Context: an optimization exercise on an open-source flow, tuned for small area, a short achievable clock period and few clock cycles. The choices shown serve that exercise and are no tape-out recipe. RTL that was checked went through simulation tests only; none was proved equivalent to the original. No activity file was given, so power comes from the tool's default toggle rates.

==> flow/design.v <==
`timescale 1ns / 1ps
module apb_master (
    input         pclk,
    input         presetn,
    input         start,
    input         write,
    input  [31:0] addr,
    output        wr0,        
    output        wr1,        
    output reg    done,
    output reg    error
);
    wire in_map = (addr[31:13] == 19'd0) && (addr[11:4] == 8'd0);
    assign wr0 = start && write && in_map && !addr[12];
    assign wr1 = start && write && in_map &&  addr[12];
    always @(posedge pclk or negedge presetn) begin
        if (!presetn) begin
            done  <= 1'b0;
            error <= 1'b0;
        end else begin
            done  <= start;
            error <= !in_map;
        end
    end
endmodule
`timescale 1ns / 1ps
module apb_slave (
    input         pclk,
    input         presetn,
    input         we,         
    input         rsel,       
    input  [1:0]  idx,
    input  [3:0]  strb,
    input  [31:0] wdata,
    output [31:0] rdata       
);
    reg [31:0] regfile [0:3];
    reg [3:0]  valid;
    wire [31:0] mdata = wdata & {{8{strb[3]}}, {8{strb[2]}}, {8{strb[1]}}, {8{strb[0]}}};
    always @(posedge pclk or negedge presetn) begin
        if (!presetn)
            valid <= 4'b0;
        else if (we)
            valid[idx] <= 1'b1;
    end
    wire [31:0] part [0:3];
    genvar r, b;
    generate
        for (r = 0; r < 4; r = r + 1) begin : g_reg
            wire wr = we && idx == r;
            for (b = 0; b < 4; b = b + 1) begin : g_byte
                wire load = wr && (strb[b] || !valid[r]);
                always @(posedge pclk)
                    regfile[r][8*b +: 8] <= (regfile[r][8*b +: 8] & {8{!load}})
                                          | (mdata[8*b +: 8] & {8{load}});
            end
            wire sel = rsel && idx == r && valid[r];
            assign part[r] = {32{sel}} & regfile[r];
        end
    endgenerate
    assign rdata = part[0] | part[1] | part[2] | part[3];
endmodule
`timescale 1ns / 1ps
module apb_top(
    input        pclk,
    input        presetn,
    input        start,
    input        write,
    input [31:0] addr,
    input [31:0] wdata,
    input [3:0]  strb,
    input [2:0]  prot,
    output [31:0] rdata,
    output        done,
    output        error
);
    wire        wr0, wr1;
    wire [31:0] rd0, rd1;
    reg  [31:0] rdata_q;
    apb_master master (
        .pclk    (pclk),
        .presetn (presetn),
        .start   (start),
        .write   (write),
        .addr    (addr),
        .wr0     (wr0),
        .wr1     (wr1),
        .done    (done),
        .error   (error)
    );
    apb_slave slave0 (
        .pclk    (pclk),
        .presetn (presetn),
        .we      (wr0),
        .rsel    (!addr[12]),
        .idx     (addr[3:2]),
        .strb    (strb),
        .wdata   (wdata),
        .rdata   (rd0)
    );
    apb_slave slave1 (
        .pclk    (pclk),
        .presetn (presetn),
        .we      (wr1),
        .rsel    (addr[12]),
        .idx     (addr[3:2]),
        .strb    (strb),
        .wdata   (wdata),
        .rdata   (rd1)
    );
    always @(posedge pclk)
        rdata_q <= rd0 | rd1;
    assign rdata = rdata_q;
endmodule
export LEC_CHECK = 0
export ABC_CLOCK_PERIOD_IN_PS = 1200
export CAP_MARGIN = 20
export CORE_MARGIN = 2
export CORE_UTILIZATION = 50
export CTS_BUF_LIST = sky130_fd_sc_hd__clkbuf_8
export CTS_CLUSTER_DIAMETER = 50
export CTS_CLUSTER_SIZE = 16
export SETUP_SLACK_MARGIN = 2.1
export SLEW_MARGIN = 20
create_clock -name core_clock -period 4.0 [get_ports {pclk}]
standard.sh (not shown) runs the stock make flow with config.mk's settings and CLKGATE_MAP_FILE= SYNTH_SCRIPT=/design/flow/synth_recipe.tcl, a recipe that flattens the netlist after the stock synthesis.
==> flow/flow/run.sh <==
#!/bin/bash
# The standard layout (bash standard.sh), with the port buffers that
# buffer_ports inserts made of a plain buffer cell instead of the delay cell it
# picks by default. ORFS writes each step's full log under orfs/logs/; make's
# own output goes to make_finish.log here.
set -euo pipefail
bash standard.sh "BUFFER_PORTS_ARGS=-buffer_cell sky130_fd_sc_hd__buf_2" finish > make_finish.log 2>&1
Rerun with:
--- a/flow/design.v
+++ b/flow/design.v
@@ -34,11 +34,10 @@
     input  [31:0] wdata,
     output [31:0] rdata       
 );
     reg [31:0] regfile [0:3];
     reg [3:0]  valid;
-    wire [31:0] mdata = wdata & {{8{strb[3]}}, {8{strb[2]}}, {8{strb[1]}}, {8{strb[0]}}};
     always @(posedge pclk or negedge presetn) begin
         if (!presetn)
             valid <= 4'b0;
         else if (we)
             valid[idx] <= 1'b1;
@@ -47,14 +46,15 @@
     genvar r, b;
     generate
         for (r = 0; r < 4; r = r + 1) begin : g_reg
             wire wr = we && idx == r;
             for (b = 0; b < 4; b = b + 1) begin : g_byte
-                wire load = wr && (strb[b] || !valid[r]);
+                wire keep = !(wr && (strb[b] || !valid[r]));
+                wire load = wr && strb[b];
                 always @(posedge pclk)
-                    regfile[r][8*b +: 8] <= (regfile[r][8*b +: 8] & {8{!load}})
-                                          | (mdata[8*b +: 8] & {8{load}});
+                    regfile[r][8*b +: 8] <= (regfile[r][8*b +: 8] & {8{keep}})
+                                          | (wdata[8*b +: 8] & {8{load}});
             end
             wire sel = rsel && idx == r && valid[r];
             assign part[r] = {32{sel}} & regfile[r];
         end
     endgenerate
What happened:
- die area came out higher by 3.7%
- hold slack gets worse by 0.026 ns
- final area came out lower by 1.2%
- core utilization came out lower by 3.0 points
- sequential share of layout area came out lower by 19 points
- clock skew came out lower by 0.0033 ns
Testbench counts after the change, summed over its fixed seeds: cycles 3,200.
For the first run of this note, only the layout was checked, not whether the RTL still works.

job 101:
Another version of the RTL of apb_top (not shown whole).
Size: roughly 600 cells after synthesis, roughly 300 flip-flops, roughly 11000 um2 of cells after synthesis.
==> module apb_slave, before the edit <==
module apb_slave (
    input         pclk,
    input         presetn,
    input         we,         
    input  [1:0]  widx,
    input  [3:0]  strb,
    input  [31:0] wdata,
    input  [1:0]  ridx,
    output [31:0] rdata
);
    reg [31:0] regfile [0:3];
    reg [3:0]  valid;
    wire [31:0] mdata = wdata & {{8{strb[3]}}, {8{strb[2]}}, {8{strb[1]}}, {8{strb[0]}}};
    always @(posedge pclk or negedge presetn) begin
        if (!presetn)
            valid <= 4'b0;
        else if (we)
            valid[widx] <= 1'b1;
    end
    genvar r, b;
    generate
        for (r = 0; r < 4; r = r + 1) begin : g_reg
            for (b = 0; b < 4; b = b + 1) begin : g_byte
                always @(posedge pclk)
                    if (we && widx == r && (strb[b] || !valid[r]))
                        regfile[r][8*b +: 8] <= mdata[8*b +: 8];
            end
        end
    endgenerate
    assign rdata = valid[ridx] ? regfile[ridx] : 32'h0;
endmodule
==> module apb_top, before the edit <==
module apb_top(
    input        pclk,
    input        presetn,
    input        start,
    input        write,
    input [31:0] addr,
    input [31:0] wdata,
    input [3:0]  strb,
    input [2:0]  prot,
    output [31:0] rdata,
    output        done,
    output        error
);
    wire        wr0, wr1;
    wire [31:0] rd0, rd1;
    reg  [31:0] rdata_q;
    apb_master master (
        .pclk    (pclk),
        .presetn (presetn),
        .start   (start),
        .write   (write),
        .addr    (addr),
        .wr0     (wr0),
        .wr1     (wr1),
        .done    (done),
        .error   (error)
    );
    apb_slave slave0 (
        .pclk    (pclk),
        .presetn (presetn),
        .we      (wr0),
        .widx    (addr[3:2]),
        .strb    (strb),
        .wdata   (wdata),
        .ridx    (addr[3:2]),
        .rdata   (rd0)
    );
    apb_slave slave1 (
        .pclk    (pclk),
        .presetn (presetn),
        .we      (wr1),
        .widx    (addr[3:2]),
        .strb    (strb),
        .wdata   (wdata),
        .ridx    (addr[3:2]),
        .rdata   (rd1)
    );
    always @(posedge pclk)
        rdata_q <= addr[12] ? rd1 : rd0;
    assign rdata = rdata_q;
endmodule
Settings: LEC_CHECK=0, CAP_MARGIN=20, CORE_MARGIN=2, CORE_UTILIZATION=40, SLEW_MARGIN=20; clock period 4.0 ns.
run.sh (not shown) runs the stock make flow with config.mk's settings and CLKGATE_MAP_FILE= SYNTH_SCRIPT=/design/flow/synth_recipe.tcl, a recipe that flattens the netlist after the stock synthesis.
Stock flow here: none of the scripts above is used.
Job 101 completed every stage of the flow, and the final layout passed the timing, design-rule and antenna checks.
Modified inputs, job 102 compared to job 101
-- flow/design.v --
<<< job 101, line 29
    input         presetn,
    input         we,         
    input  [1:0]  widx,
    input  [3:0]  strb,
    input  [31:0] wdata,
    input  [1:0]  ridx,
    output [31:0] rdata
);
    reg [31:0] regfile [0:3];
>>> job 102, line 29
    input         presetn,
    input         we,         
    input         rsel,       
    input  [1:0]  idx,
    input  [3:0]  strb,
    input  [31:0] wdata,
    output [31:0] rdata       
);
    reg [31:0] regfile [0:3];
<<< job 101, line 42
            valid <= 4'b0;
        else if (we)
            valid[widx] <= 1'b1;
    end
    genvar r, b;
    generate
>>> job 102, line 42
            valid <= 4'b0;
        else if (we)
            valid[idx] <= 1'b1;
    end
    wire [31:0] part [0:3];
    genvar r, b;
    generate
<<< job 101, line 49
            for (b = 0; b < 4; b = b + 1) begin : g_byte
                always @(posedge pclk)
                    if (we && widx == r && (strb[b] || !valid[r]))
                        regfile[r][8*b +: 8] <= mdata[8*b +: 8];
            end
        end
    endgenerate
    assign rdata = valid[ridx] ? regfile[ridx] : 32'h0;
endmodule
`timescale 1ns / 1ps
>>> job 102, line 50
            for (b = 0; b < 4; b = b + 1) begin : g_byte
                always @(posedge pclk)
                    if (we && idx == r && (strb[b] || !valid[r]))
                        regfile[r][8*b +: 8] <= mdata[8*b +: 8];
            end
            wire sel = rsel && idx == r && valid[r];
            assign part[r] = {32{sel}} & regfile[r];
        end
    endgenerate
    assign rdata = part[0] | part[1] | part[2] | part[3];
endmodule
`timescale 1ns / 1ps
<<< job 101, line 88
        .presetn (presetn),
        .we      (wr0),
        .widx    (addr[3:2]),
        .strb    (strb),
        .wdata   (wdata),
        .ridx    (addr[3:2]),
        .rdata   (rd0)
    );
>>> job 102, line 91
        .presetn (presetn),
        .we      (wr0),
        .rsel    (!addr[12]),
        .idx     (addr[3:2]),
        .strb    (strb),
        .wdata   (wdata),
        .rdata   (rd0)
    );
<<< job 101, line 98
        .presetn (presetn),
        .we      (wr1),
        .widx    (addr[3:2]),
        .strb    (strb),
        .wdata   (wdata),
        .ridx    (addr[3:2]),
        .rdata   (rd1)
    );
    always @(posedge pclk)
        rdata_q <= addr[12] ? rd1 : rd0;
    assign rdata = rdata_q;
endmodule
>>> job 102, line 101
        .presetn (presetn),
        .we      (wr1),
        .rsel    (addr[12]),
        .idx     (addr[3:2]),
        .strb    (strb),
        .wdata   (wdata),
        .rdata   (rd1)
    );
    always @(posedge pclk)
        rdata_q <= rd0 | rd1;
    assign rdata = rdata_q;
endmodule
### Flow results
Across job 102 and job 101, none had a timing, DRC or antenna violation. Side by side, global-route usage turned out higher in job 102 than in job 101. Job 102 against job 101: layout buffer count excluding clock buffers now sits higher; slew at the pin with the worst max-slew slack decreased by 8.2 ps relative to the old numbers. In job 102, the fmax came out 4.9% below the value in job 101. There was hardly any difference in final cell count without fillers between job 102 and job 101. Between job 102 and job 101, the global-route track usage on met3 does not differ in any meaningful way. Job 102 has part of the power in the clock network below what job 101 had.
Testbench counts of job 102, summed over its fixed seeds: cycles 3,200.
Function not checked in job 101: the RTL went through the layout flow alone.

apb_top with an RTL version that a note above also has.
Size: ~300 flip-flops, ~110 I/O pins.
==> module apb_slave, before the edit <==
module apb_slave (
    input         pclk,
    input         presetn,
    input         we,         
    input         rsel,       
    input  [1:0]  idx,
    input  [3:0]  strb,
    input  [31:0] wdata,
    output [31:0] rdata       
);
    reg [31:0] regfile [0:3];
    reg [3:0]  valid;
    wire [31:0] mdata = wdata & {{8{strb[3]}}, {8{strb[2]}}, {8{strb[1]}}, {8{strb[0]}}};
    always @(posedge pclk or negedge presetn) begin
        if (!presetn)
            valid <= 4'b0;
        else if (we)
            valid[idx] <= 1'b1;
    end
    wire [31:0] part [0:3];
    genvar r, b;
    generate
        for (r = 0; r < 4; r = r + 1) begin : g_reg
            for (b = 0; b < 4; b = b + 1) begin : g_byte
                always @(posedge pclk)
                    if (we && idx == r && (strb[b] || !valid[r]))
                        regfile[r][8*b +: 8] <= mdata[8*b +: 8];
            end
            wire sel = rsel && idx == r && valid[r];
            assign part[r] = {32{sel}} & regfile[r];
        end
    endgenerate
    assign rdata = part[0] | part[1] | part[2] | part[3];
endmodule
export LEC_CHECK = 0
export ABC_CLOCK_PERIOD_IN_PS = 1200
export CAP_MARGIN = 20
export CORE_MARGIN = 2
export CORE_UTILIZATION = 60
export CTS_BUF_LIST = sky130_fd_sc_hd__clkbuf_16
export CTS_CLUSTER_DIAMETER = 60
export CTS_CLUSTER_SIZE = 20
export SETUP_SLACK_MARGIN = 2.0
export SLEW_MARGIN = 20
create_clock -name core_clock -period 4.0 [get_ports {pclk}]
standard.sh (not shown) runs the stock make flow with config.mk's settings and CLKGATE_MAP_FILE= SYNTH_SCRIPT=/design/flow/synth_recipe.tcl, a recipe that flattens the netlist after the stock synthesis.
Scripts as last shown in full above: flow/flow/run.sh
Testbench counts at the start, summed over its fixed seeds: cycles 3,200.
Change:
--- a/flow/design.v
+++ b/flow/design.v
@@ -33,27 +33,29 @@
     input  [3:0]  strb,
     input  [31:0] wdata,
     output [31:0] rdata       
 );
     reg [31:0] regfile [0:3];
     reg [3:0]  valid;
-    wire [31:0] mdata = wdata & {{8{strb[3]}}, {8{strb[2]}}, {8{strb[1]}}, {8{strb[0]}}};
     always @(posedge pclk or negedge presetn) begin
         if (!presetn)
             valid <= 4'b0;
         else if (we)
             valid[idx] <= 1'b1;
     end
     wire [31:0] part [0:3];
     genvar r, b;
     generate
         for (r = 0; r < 4; r = r + 1) begin : g_reg
+            wire wr = we && idx == r;
             for (b = 0; b < 4; b = b + 1) begin : g_byte
+                wire keep = !(wr && (strb[b] || !valid[r]));
+                wire load = wr && strb[b];
                 always @(posedge pclk)
-                    if (we && idx == r && (strb[b] || !valid[r]))
-                        regfile[r][8*b +: 8] <= mdata[8*b +: 8];
+                    regfile[r][8*b +: 8] <= (regfile[r][8*b +: 8] & {8{keep}})
+                                          | (wdata[8*b +: 8] & {8{load}});
             end
             wire sel = rsel && idx == r && valid[r];
             assign part[r] = {32{sel}} & regfile[r];
         end
     endgenerate
     assign rdata = part[0] | part[1] | part[2] | part[3];
Outcome:
- worst setup slack is worse by 8.2 ps
- synthesized cell count rises by 45%
- die area rises by 0.48%
- cell count rises by 26%
- final area falls by 3.5%
- hold slack is better by 19 ps
- via count rises by 37%
Testbench counts after the change, summed over its fixed seeds: cycles 3,200.

what the ideal ports hide:
How much do the figures lean on ideal ports? The routed layouts below were timed once more, with nothing changed but the port constraints. Step 1 sets driving cells, clkbuf_16 on the clock port and buf_2 on the other inputs (assumed; they add their load-dependent delay and slew). Step 2 adds t to the input delays and takes it off the output delays; t is the mean of the earliest and latest rising clock arrival at the registers after step 1. Input paths then give back, and output paths get back, about the clock's delay inside the block. a / b / c = ideal ports / drivers / drivers and shift; a / b = the first two.
run	shift t [ns]	setup WS [ns]	slew at the worst register clock pin (ns)	worst data-port slew with drivers (ns)	cell pins on the clock port's net
the first run of note 1	0.603	1.730 / 1.752 / 1.150	0.11 / 0.11	0.05	1
the second run of note 1	0.635	2.109 / 2.066 / 1.505	0.10 / 0.10	0.04	1
job 101	0.579	1.509 / 1.526 / 0.947	0.06 / 0.06	0.04	1
job 102	0.579	1.380 / 1.395 / 0.817	0.06 / 0.06	0.04	1
the first run of note 3	0.540	2.014 / 2.040 / 1.500	0.08 / 0.08	0.04	1
the second run of note 3	0.544	2.005 / 2.025 / 1.482	0.09 / 0.09	0.04	1
After both steps setup and hold are still met in every run listed. For the second run of note 1, which loses most, drivers alone change the setup slack by -0.043 ns; drivers and shift together by -0.604 ns.
